This design comes from an exercise in tuning for small area, a short achievable clock period and few clock cycles on the open sky130 flow, not from production work.
At most, simulation tests tie the RTL to the original design; equivalence was not proved.
Power is estimated from default activity; no workload was simulated.

north:
// Core
module Core (
    clk,
    rst,
    init_PC,
    imem_addr,
    imem_rdata,
    dmem_addr,
    dmem_we,
    dmem_wdata,
    dmem_rdata,
    halted
);
==> module Core, before the edit <==
module Core (
    clk,
    rst,
    init_PC,
    imem_addr,
    imem_rdata,
    dmem_addr,
    dmem_we,
    dmem_wdata,
    dmem_rdata,
    halted
);
input clk;
input rst;
input [7:0] init_PC;
output [7:0] imem_addr;
input [11:0] imem_rdata;
output [7:0] dmem_addr;
output dmem_we;
output [7:0] dmem_wdata;
input [7:0] dmem_rdata;
output reg halted;
reg [7:0] sa;        
reg kill;            
reg [7:0] imm;       
reg pend;            
reg z, n;
reg [3:0] cnt;       
reg [7:0] s0, s1;
reg [7:0] below;     
reg e_pushi;         
reg e_ldp;           
reg e_ldl;           
reg e_pop;           
reg e_st;
reg e_alu;
reg e_sub;
reg e_jmp, e_jz, e_jn;   
wire e_ld = e_ldp | e_ldl;
wire e_push = e_pushi | e_ld;    
wire ex_taken = e_jmp | (e_jz & z) | (e_jn & n);
reg port_x;          
reg port_f;          
assign imem_addr = sa;
assign dmem_addr = ({8{port_x}} & imm) | ({8{port_f}} & imem_rdata[7:0]);
assign dmem_we = e_st;
assign dmem_wdata = s0;
wire [3:0] rop = imem_rdata[11:8];
wire r_halt = rop[3];
wire r_jmp = (rop == 4'd3);
wire r_jz = (rop == 4'd4);
wire r_jn = (rop == 4'd5);
wire capture = ~kill & ~halted & ~ex_taken & ~e_ldl;
wire early_res = e_pushi & (r_jmp | r_jz | r_jn);
wire early_taken = e_pushi & (r_jmp | (r_jz & z) | (r_jn & n));
wire late = capture & (rop == 4'd1) & port_x;
wire nv = capture & ~r_halt;
wire n_full = e_push ? (cnt == 4'd7) : ((e_pop | e_alu) ? 1'b0 : cnt[3]);
wire [7:0] sa_inc = sa + 8'd1;
wire [7:0] alu_b = e_sub ? ~s1 : s1;
wire [7:0] alu_r = s0 + alu_b + {7'd0, e_sub};
wire [7:0] cz = {s0[6:0] | s1[6:0], 1'b0};
wire z_add = &((s0 ^ s1) ~^ cz);
wire z_sub = (s0 == s1);
always @(posedge clk) begin
    if (rst) begin
        sa <= init_PC;
        kill <= 1'b1;
        pend <= 1'b0;
        halted <= 1'b0;
        z <= 1'b0;
        n <= 1'b0;
        cnt <= 4'd0;
        s0 <= 8'd0;
        s1 <= 8'd0;
        e_pushi <= 1'b0;
        e_ldp <= 1'b0;
        e_ldl <= 1'b0;
        e_pop <= 1'b0;
        e_st <= 1'b0;
        e_alu <= 1'b0;
        e_jmp <= 1'b0;
        e_jz <= 1'b0;
        e_jn <= 1'b0;
        port_x <= 1'b0;
        port_f <= 1'b1;
    end else begin
        kill <= ex_taken | early_taken | late;
        sa <= ({8{ex_taken}} & s0) | ({8{early_taken}} & imm) |
              ({8{late}} & sa) | ({8{~(ex_taken | early_taken | late)}} & sa_inc);
        if (capture & r_halt)
            halted <= 1'b1;
        pend <= e_ldl;
        e_pushi <= nv & (rop == 4'd0) & ~n_full;
        e_ldp <= nv & (rop == 4'd1) & ~n_full & ~port_x;
        e_ldl <= nv & (rop == 4'd1) & ~n_full & port_x;
        e_pop <= nv & ((rop[3:1] == 3'b001) | (rop[3:1] == 3'b010));
        e_st <= nv & (rop == 4'd2);
        port_x <= nv & ((rop == 4'd2) | ((rop == 4'd1) & ~n_full & port_x));
        port_f <= ~(nv & ((rop == 4'd2) | ((rop == 4'd1) & ~n_full & port_x)));
        e_alu <= nv & (rop[3:1] == 3'b011);
        e_jmp <= nv & ~early_res & (rop == 4'd3);
        e_jz <= nv & ~early_res & (rop == 4'd4);
        e_jn <= nv & ~early_res & (rop == 4'd5);
        if (e_push)
            cnt <= cnt + 4'd1;
        else if (e_pop & (cnt != 4'd0))
            cnt <= cnt - 4'd1;
        else if (e_alu & (cnt != 4'd1))
            cnt <= (cnt == 4'd0) ? 4'd1 : cnt - 4'd1;
        if (e_pushi)
            s0 <= imm;
        else if (e_pop)
            s0 <= s1;
        else if (e_alu)
            s0 <= alu_r;
        else if (e_ld | pend)
            s0 <= dmem_rdata;
        if (e_push)
            s1 <= s0;
        else if (e_pop | e_alu)
            s1 <= below;
        if (e_alu) begin
            z <= e_sub ? z_sub : z_add;
            n <= alu_r[7];
        end
    end
end
always @(posedge clk) begin
    imm <= imem_rdata[7:0];
    e_sub <= (rop == 4'd7);
end
reg [7:0] f0, f1, f2, f3, f4, f5;
always @(posedge clk) begin
    if (e_push) begin
        case (cnt)
            4'd2: f0 <= s1;
            4'd3: f1 <= s1;
            4'd4: f2 <= s1;
            4'd5: f3 <= s1;
            4'd6: f4 <= s1;
            4'd7: f5 <= s1;
            default: ;
        endcase
    end
end
always @(*) begin
    case (cnt)
        4'd3: below = f0;
        4'd4: below = f1;
        4'd5: below = f2;
        4'd6: below = f3;
        4'd7: below = f4;
        4'd8: below = f5;
        default: below = 8'd0;
    endcase
end
endmodule
Settings: LEC_CHECK=0, ABC_AREA=1, ABC_CLOCK_PERIOD_IN_PS=1900, CAP_MARGIN=20, CORE_MARGIN=2, CORE_UTILIZATION=60, CTS_BUF_LIST=sky130_fd_sc_hd__clkbuf_4 sky130_fd_sc_hd__clkbuf_8, SETUP_SLACK_MARGIN=2.05, SLEW_MARGIN=20; clock period 4.0 ns.
standard.sh (not shown) runs the stock make flow with config.mk's settings and CLKGATE_MAP_FILE= SYNTH_SCRIPT=/design/flow/synth_recipe.tcl, a recipe that flattens the netlist after the stock synthesis.
==> flow/flow/run.sh <==
#!/bin/bash
# The standard layout (the standard.sh), except that the port buffers
# are sky130_fd_sc_hd__buf_1 cells rather than the delay buffers that
# buffer_ports picks by default. make's full output goes to standard.log;
# ORFS keeps each step's own log under orfs/logs/.
set -euo pipefail
export BUFFER_PORTS_ARGS="-buffer_cell sky130_fd_sc_hd__buf_1"
bash standard.sh > standard.log 2>&1
Testbench counts of north, summed over its fixed seeds: cycles 36,554.
diff inputs: north => south
diff --git a/flow/design.v b/flow/design.v
--- a/flow/design.v
+++ b/flow/design.v
@@ -40,9 +40,8 @@
 wire e_push = e_pushi | e_ld;    
 wire ex_taken = e_jmp | (e_jz & z) | (e_jn & n);
 reg port_x;          
-reg port_f;          
 assign imem_addr = sa;
-assign dmem_addr = ({8{port_x}} & imm) | ({8{port_f}} & imem_rdata[7:0]);
+assign dmem_addr = port_x ? imm : imem_rdata[7:0];
 assign dmem_we = e_st;
 assign dmem_wdata = s0;
 wire [3:0] rop = imem_rdata[11:8];
@@ -83,7 +82,6 @@
         e_jz <= 1'b0;
         e_jn <= 1'b0;
         port_x <= 1'b0;
-        port_f <= 1'b1;
     end else begin
         kill <= ex_taken | early_taken | late;
         sa <= ({8{ex_taken}} & s0) | ({8{early_taken}} & imm) |
@@ -97,7 +95,6 @@
         e_pop <= nv & ((rop[3:1] == 3'b001) | (rop[3:1] == 3'b010));
         e_st <= nv & (rop == 4'd2);
         port_x <= nv & ((rop == 4'd2) | ((rop == 4'd1) & ~n_full & port_x));
-        port_f <= ~(nv & ((rop == 4'd2) | ((rop == 4'd1) & ~n_full & port_x)));
         e_alu <= nv & (rop[3:1] == 3'b011);
         e_jmp <= nv & ~early_res & (rop == 4'd3);
         e_jz <= nv & ~early_res & (rop == 4'd4);
==> comparison <==
- No stage failed in south, and the final checks on the layout all came back clean.
- Number of fillers in the final layout: lower on north
- Of north and south, south shows the higher cell count, with north below it.
- Summary of the comparison: simple-gate area share of the yosys netlist is lower in south, relative to north.
- Summary of the comparison: mean routed wirelength per cell is higher in south, relative to north.
- south and north ended up with roughly the same cell area.
- south against north: count of clock-buffer cells in the layout grew by 1, post-synthesis share of cell area spent on xor and xnor gates held steady, met2 layer usage reported by global route grew by 1.2 points.
Testbench counts of south, summed over its fixed seeds: cycles 36,554.

---

## MS
The RTL this note starts from:
==> flow/design.v <==
module Core (
    clk,
    rst,
    init_PC,
    imem_addr,
    imem_rdata,
    dmem_addr,
    dmem_we,
    dmem_wdata,
    dmem_rdata,
    halted
);
input clk;
input rst;
input [7:0] init_PC;
output [7:0] imem_addr;
input [11:0] imem_rdata;
output [7:0] dmem_addr;
output dmem_we;
output [7:0] dmem_wdata;
input [7:0] dmem_rdata;
output reg halted;
reg [7:0] sa;        
reg kill;            
reg [7:0] imm;       
reg pend;            
reg z, n;
reg [3:0] cnt;       
reg [7:0] s0, s1;
reg [7:0] below;     
reg e_pushi;         
reg e_ldp;           
reg e_ldl;           
reg e_pop;           
reg e_st;
reg e_alu;
reg e_sub;
reg e_jmp, e_jz, e_jn;   
wire e_ld = e_ldp | e_ldl;
wire e_push = e_pushi | e_ld;    
wire ex_taken = e_jmp | (e_jz & z) | (e_jn & n);
wire port_x = e_st | e_ldl;      
assign imem_addr = sa;
assign dmem_addr = port_x ? imm : imem_rdata[7:0];
assign dmem_we = e_st;
assign dmem_wdata = s0;
wire [3:0] rop = imem_rdata[11:8];
wire r_halt = rop[3];
wire r_jmp = (rop == 4'd3);
wire r_jz = (rop == 4'd4);
wire r_jn = (rop == 4'd5);
wire capture = ~kill & ~halted & ~ex_taken & ~e_ldl;
wire early_res = e_pushi & (r_jmp | r_jz | r_jn);
wire early_taken = e_pushi & (r_jmp | (r_jz & z) | (r_jn & n));
wire late = capture & (rop == 4'd1) & port_x;
wire nv = capture & ~r_halt;
wire n_full = e_push ? (cnt == 4'd7) : ((e_pop | e_alu) ? 1'b0 : cnt[3]);
wire [7:0] sa_inc = sa + 8'd1;
wire [7:0] alu_b = e_sub ? ~s1 : s1;
wire [7:0] alu_r = s0 + alu_b + {7'd0, e_sub};
wire [7:0] cz = {s0[6:0] | s1[6:0], 1'b0};
wire z_add = &((s0 ^ s1) ~^ cz);
wire z_sub = (s0 == s1);
always @(posedge clk) begin
    if (rst) begin
        sa <= init_PC;
        kill <= 1'b1;
        pend <= 1'b0;
        halted <= 1'b0;
        z <= 1'b0;
        n <= 1'b0;
        cnt <= 4'd0;
        s0 <= 8'd0;
        s1 <= 8'd0;
        e_pushi <= 1'b0;
        e_ldp <= 1'b0;
        e_ldl <= 1'b0;
        e_pop <= 1'b0;
        e_st <= 1'b0;
        e_alu <= 1'b0;
        e_jmp <= 1'b0;
        e_jz <= 1'b0;
        e_jn <= 1'b0;
    end else begin
        kill <= ex_taken | early_taken | late;
        sa <= ({8{ex_taken}} & s0) | ({8{early_taken}} & imm) |
              ({8{late}} & sa) | ({8{~(ex_taken | early_taken | late)}} & sa_inc);
        if (capture & r_halt)
            halted <= 1'b1;
        pend <= e_ldl;
        e_pushi <= nv & (rop == 4'd0) & ~n_full;
        e_ldp <= nv & (rop == 4'd1) & ~n_full & ~port_x;
        e_ldl <= nv & (rop == 4'd1) & ~n_full & port_x;
        e_pop <= nv & ((rop[3:1] == 3'b001) | (rop[3:1] == 3'b010));
        e_st <= nv & (rop == 4'd2);
        e_alu <= nv & (rop[3:1] == 3'b011);
        e_jmp <= nv & ~early_res & (rop == 4'd3);
        e_jz <= nv & ~early_res & (rop == 4'd4);
        e_jn <= nv & ~early_res & (rop == 4'd5);
        if (e_push)
            cnt <= cnt + 4'd1;
        else if (e_pop & (cnt != 4'd0))
            cnt <= cnt - 4'd1;
        else if (e_alu & (cnt != 4'd1))
            cnt <= (cnt == 4'd0) ? 4'd1 : cnt - 4'd1;
        if (e_pushi)
            s0 <= imm;
        else if (e_pop)
            s0 <= s1;
        else if (e_alu)
            s0 <= alu_r;
        else if (e_ld | pend)
            s0 <= dmem_rdata;
        if (e_push)
            s1 <= s0;
        else if (e_pop | e_alu)
            s1 <= below;
        if (e_alu) begin
            z <= e_sub ? z_sub : z_add;
            n <= alu_r[7];
        end
    end
end
always @(posedge clk) begin
    imm <= imem_rdata[7:0];
    e_sub <= (rop == 4'd7);
end
reg [7:0] f0, f1, f2, f3, f4, f5;
always @(posedge clk) begin
    if (e_push) begin
        case (cnt)
            4'd2: f0 <= s1;
            4'd3: f1 <= s1;
            4'd4: f2 <= s1;
            4'd5: f3 <= s1;
            4'd6: f4 <= s1;
            4'd7: f5 <= s1;
            default: ;
        endcase
    end
end
always @(*) begin
    case (cnt)
        4'd3: below = f0;
        4'd4: below = f1;
        4'd5: below = f2;
        4'd6: below = f3;
        4'd7: below = f4;
        4'd8: below = f5;
        default: below = 8'd0;
    endcase
end
endmodule
Settings: LEC_CHECK=0, ABC_CLOCK_PERIOD_IN_PS=1800, CAP_MARGIN=20, CORE_MARGIN=2, CORE_UTILIZATION=40, SETUP_SLACK_MARGIN=2.0, SLEW_MARGIN=20; clock period 4.0 ns.
Scripts as last shown in full above: flow/flow/run.sh
Setup changes, MS to AL
==> flow/design.v <==
module Core (
    clk,
    rst,
    init_PC,
    imem_addr,
    imem_rdata,
    dmem_addr,
    dmem_we,
    dmem_wdata,
    dmem_rdata,
    halted
);
input clk;
input rst;
input [7:0] init_PC;
output [7:0] imem_addr;
input [11:0] imem_rdata;
output [7:0] dmem_addr;
output dmem_we;
output [7:0] dmem_wdata;
input [7:0] dmem_rdata;
output reg halted;
reg [7:0] sa;        
reg kill;            
reg [3:0] op;        
reg [7:0] imm;
reg stall;           
reg pend;            
reg z, n;
reg [3:0] cnt;       
reg [7:0] s0, s1;
reg [7:0] below;     
reg e_pushi;         
reg e_ldp;           
reg e_ldl;           
wire e_ld = e_ldp | e_ldl;
reg e_pop;           
reg e_st;
reg e_alu;
reg e_sub;
reg e_jmp, e_jz, e_jn;   
wire e_push = e_pushi | e_ld;    
wire ex_taken = e_jmp | (e_jz & z) | (e_jn & n);
assign imem_addr = sa;
wire port_x = e_st | e_ldl;     
assign dmem_addr = port_x ? imm : imem_rdata[7:0];
assign dmem_we = e_st;
assign dmem_wdata = s0;
wire [3:0] rop = imem_rdata[11:8];
wire r_halt = rop[3];
wire r_jmp = (rop == 4'd3);
wire r_jz = (rop == 4'd4);
wire r_jn = (rop == 4'd5);
wire capture = ~kill & ~halted & ~stall & ~ex_taken;
wire early_res = e_pushi & (r_jmp | r_jz | r_jn);
wire early_taken = e_pushi & (r_jmp | (r_jz & z) | (r_jn & n));
wire [3:0] nop = stall ? op : rop;
wire nv = stall | (capture & ~r_halt);
wire njres = ~stall & early_res;    
wire n_stall = e_ldl & ~r_halt & (rop[3:1] != 3'b000);
wire ngo = nv & ~n_stall;
wire n_full = e_push ? (cnt == 4'd7) : ((e_pop | e_alu) ? 1'b0 : cnt[3]);
wire [7:0] sa_inc = sa + 8'd1;
wire [7:0] alu_b = e_sub ? ~s1 : s1;
wire [7:0] alu_r = s0 + alu_b + {7'd0, e_sub};
wire [7:0] cz = {s0[6:0] | s1[6:0], 1'b0};
wire z_add = &((s0 ^ s1) ~^ cz);
wire z_sub = (s0 == s1);
always @(posedge clk) begin
    if (rst) begin
        sa <= init_PC;
        kill <= 1'b1;
        stall <= 1'b0;
        pend <= 1'b0;
        halted <= 1'b0;
        z <= 1'b0;
        n <= 1'b0;
        cnt <= 4'd0;
        s0 <= 8'd0;
        s1 <= 8'd0;
        e_pushi <= 1'b0;
        e_ldp <= 1'b0;
        e_ldl <= 1'b0;
        e_pop <= 1'b0;
        e_st <= 1'b0;
        e_alu <= 1'b0;
        e_jmp <= 1'b0;
        e_jz <= 1'b0;
        e_jn <= 1'b0;
    end else begin
        kill <= ex_taken | early_taken;
        sa <= ({8{ex_taken}} & s0) | ({8{early_taken}} & imm) |
              ({8{n_stall}} & sa) | ({8{~(ex_taken | early_taken | n_stall)}} & sa_inc);
        if (!stall) begin
            op <= rop;
            imm <= imem_rdata[7:0];
        end
        if (capture & r_halt)
            halted <= 1'b1;
        stall <= n_stall;
        pend <= e_ldl;
        e_pushi <= ngo & (nop == 4'd0) & ~n_full;
        e_ldp <= ngo & (nop == 4'd1) & ~n_full & ~stall & ~port_x;
        e_ldl <= ngo & (nop == 4'd1) & ~n_full & (stall | port_x);
        e_pop <= ngo & ((nop[3:1] == 3'b001) | (nop[3:1] == 3'b010));
        e_st <= ngo & (nop == 4'd2);
        e_alu <= ngo & (nop[3:1] == 3'b011);
        e_jmp <= ngo & ~njres & (nop == 4'd3);
        e_jz <= ngo & ~njres & (nop == 4'd4);
        e_jn <= ngo & ~njres & (nop == 4'd5);
        if (e_push)
            cnt <= cnt + 4'd1;
        else if (e_pop & (cnt != 4'd0))
            cnt <= cnt - 4'd1;
        else if (e_alu & (cnt != 4'd1))
            cnt <= (cnt == 4'd0) ? 4'd1 : cnt - 4'd1;
        if (e_pushi)
            s0 <= imm;
        else if (e_pop)
            s0 <= s1;
        else if (e_alu)
            s0 <= alu_r;
        else if (e_ld | pend)
            s0 <= dmem_rdata;
        if (e_push)
            s1 <= pend ? dmem_rdata : s0;
        else if (e_pop | e_alu)
            s1 <= below;
        if (e_alu) begin
            z <= e_sub ? z_sub : z_add;
            n <= alu_r[7];
        end
    end
end
always @(posedge clk)
    e_sub <= (nop == 4'd7);
reg [7:0] f0, f1, f2, f3, f4, f5;
always @(posedge clk) begin
    if (e_push) begin
        case (cnt)
            4'd2: f0 <= s1;
            4'd3: f1 <= s1;
            4'd4: f2 <= s1;
            4'd5: f3 <= s1;
            4'd6: f4 <= s1;
            4'd7: f5 <= s1;
            default: ;
        endcase
    end
end
always @(*) begin
    case (cnt)
        4'd3: below = f0;
        4'd4: below = f1;
        4'd5: below = f2;
        4'd6: below = f3;
        4'd7: below = f4;
        4'd8: below = f5;
        default: below = 8'd0;
    endcase
end
endmodule
[summary]
For via count, dividing the value from AL by the value from MS gives 1.07. Changes observed in AL relative to MS: flip-flop and latch count after synthesis went up; area of the die went up; synthesized cell count went up; fraction of the mapped netlist area in compound gates went up. The final reports for AL and MS show portion of the layout cell area used by non-clock buffers higher in the former. MS → AL: longest individual stage delay on the worst path about even; part of the total power dissipated in sequential elements dropped 0.7 points; flip-flop and latch count up about 5%; area of combinational cells with multiple inputs grew by 320 µm². From MS to AL the numbers moved as follows: required time of the critical path held, final critical-path required period went down 15 ps, final area went up about 13%.
Function was not checked in any run of this note: the RTL went through the layout flow alone.

[port drivers added, routing unchanged]
No port has a modelled driver above. Below, the same layouts with a new extraction and two added sets of constraints. Step 1, drivers: a clkbuf_16 drives clk and a buf_2 each remaining input, both assumed. Step 2, shift: input delay + t, output delay - t, t = (earliest + latest rising clock arrival at the registers) / 2. This alone moves slack from input paths to output paths. Slacks: no drivers / after step 1 / after step 2; pairs: no drivers / after step 1.
| run | t, ns | setup WS [ns] | worst hold slack (ns) | latest minus earliest clock arrival (ns) | pins driven straight from the clock port |
|---|---|---|---|---|---|
| north | 0.409 | 1.980 / 1.946 / 1.829 | 0.524 / 0.524 / 0.524 | 0.015 / 0.015 | 1 |
| south | 0.387 | 1.934 / 1.901 / 1.741 | 0.504 / 0.504 / 0.504 | 0.018 / 0.018 | 1 |
| MS | 0.385 | 1.773 / 1.738 / 1.543 | 0.510 / 0.510 / 0.510 | 0.009 / 0.008 | 1 |
| AL | 0.392 | 1.788 / 1.748 / 1.610 | 0.538 / 0.538 / 0.538 | 0.013 / 0.012 | 1 |
After both steps every run listed still meets setup and hold. The setup slack of MS, which loses most, moves by -0.035 ns with the drivers and by -0.230 ns with both steps.
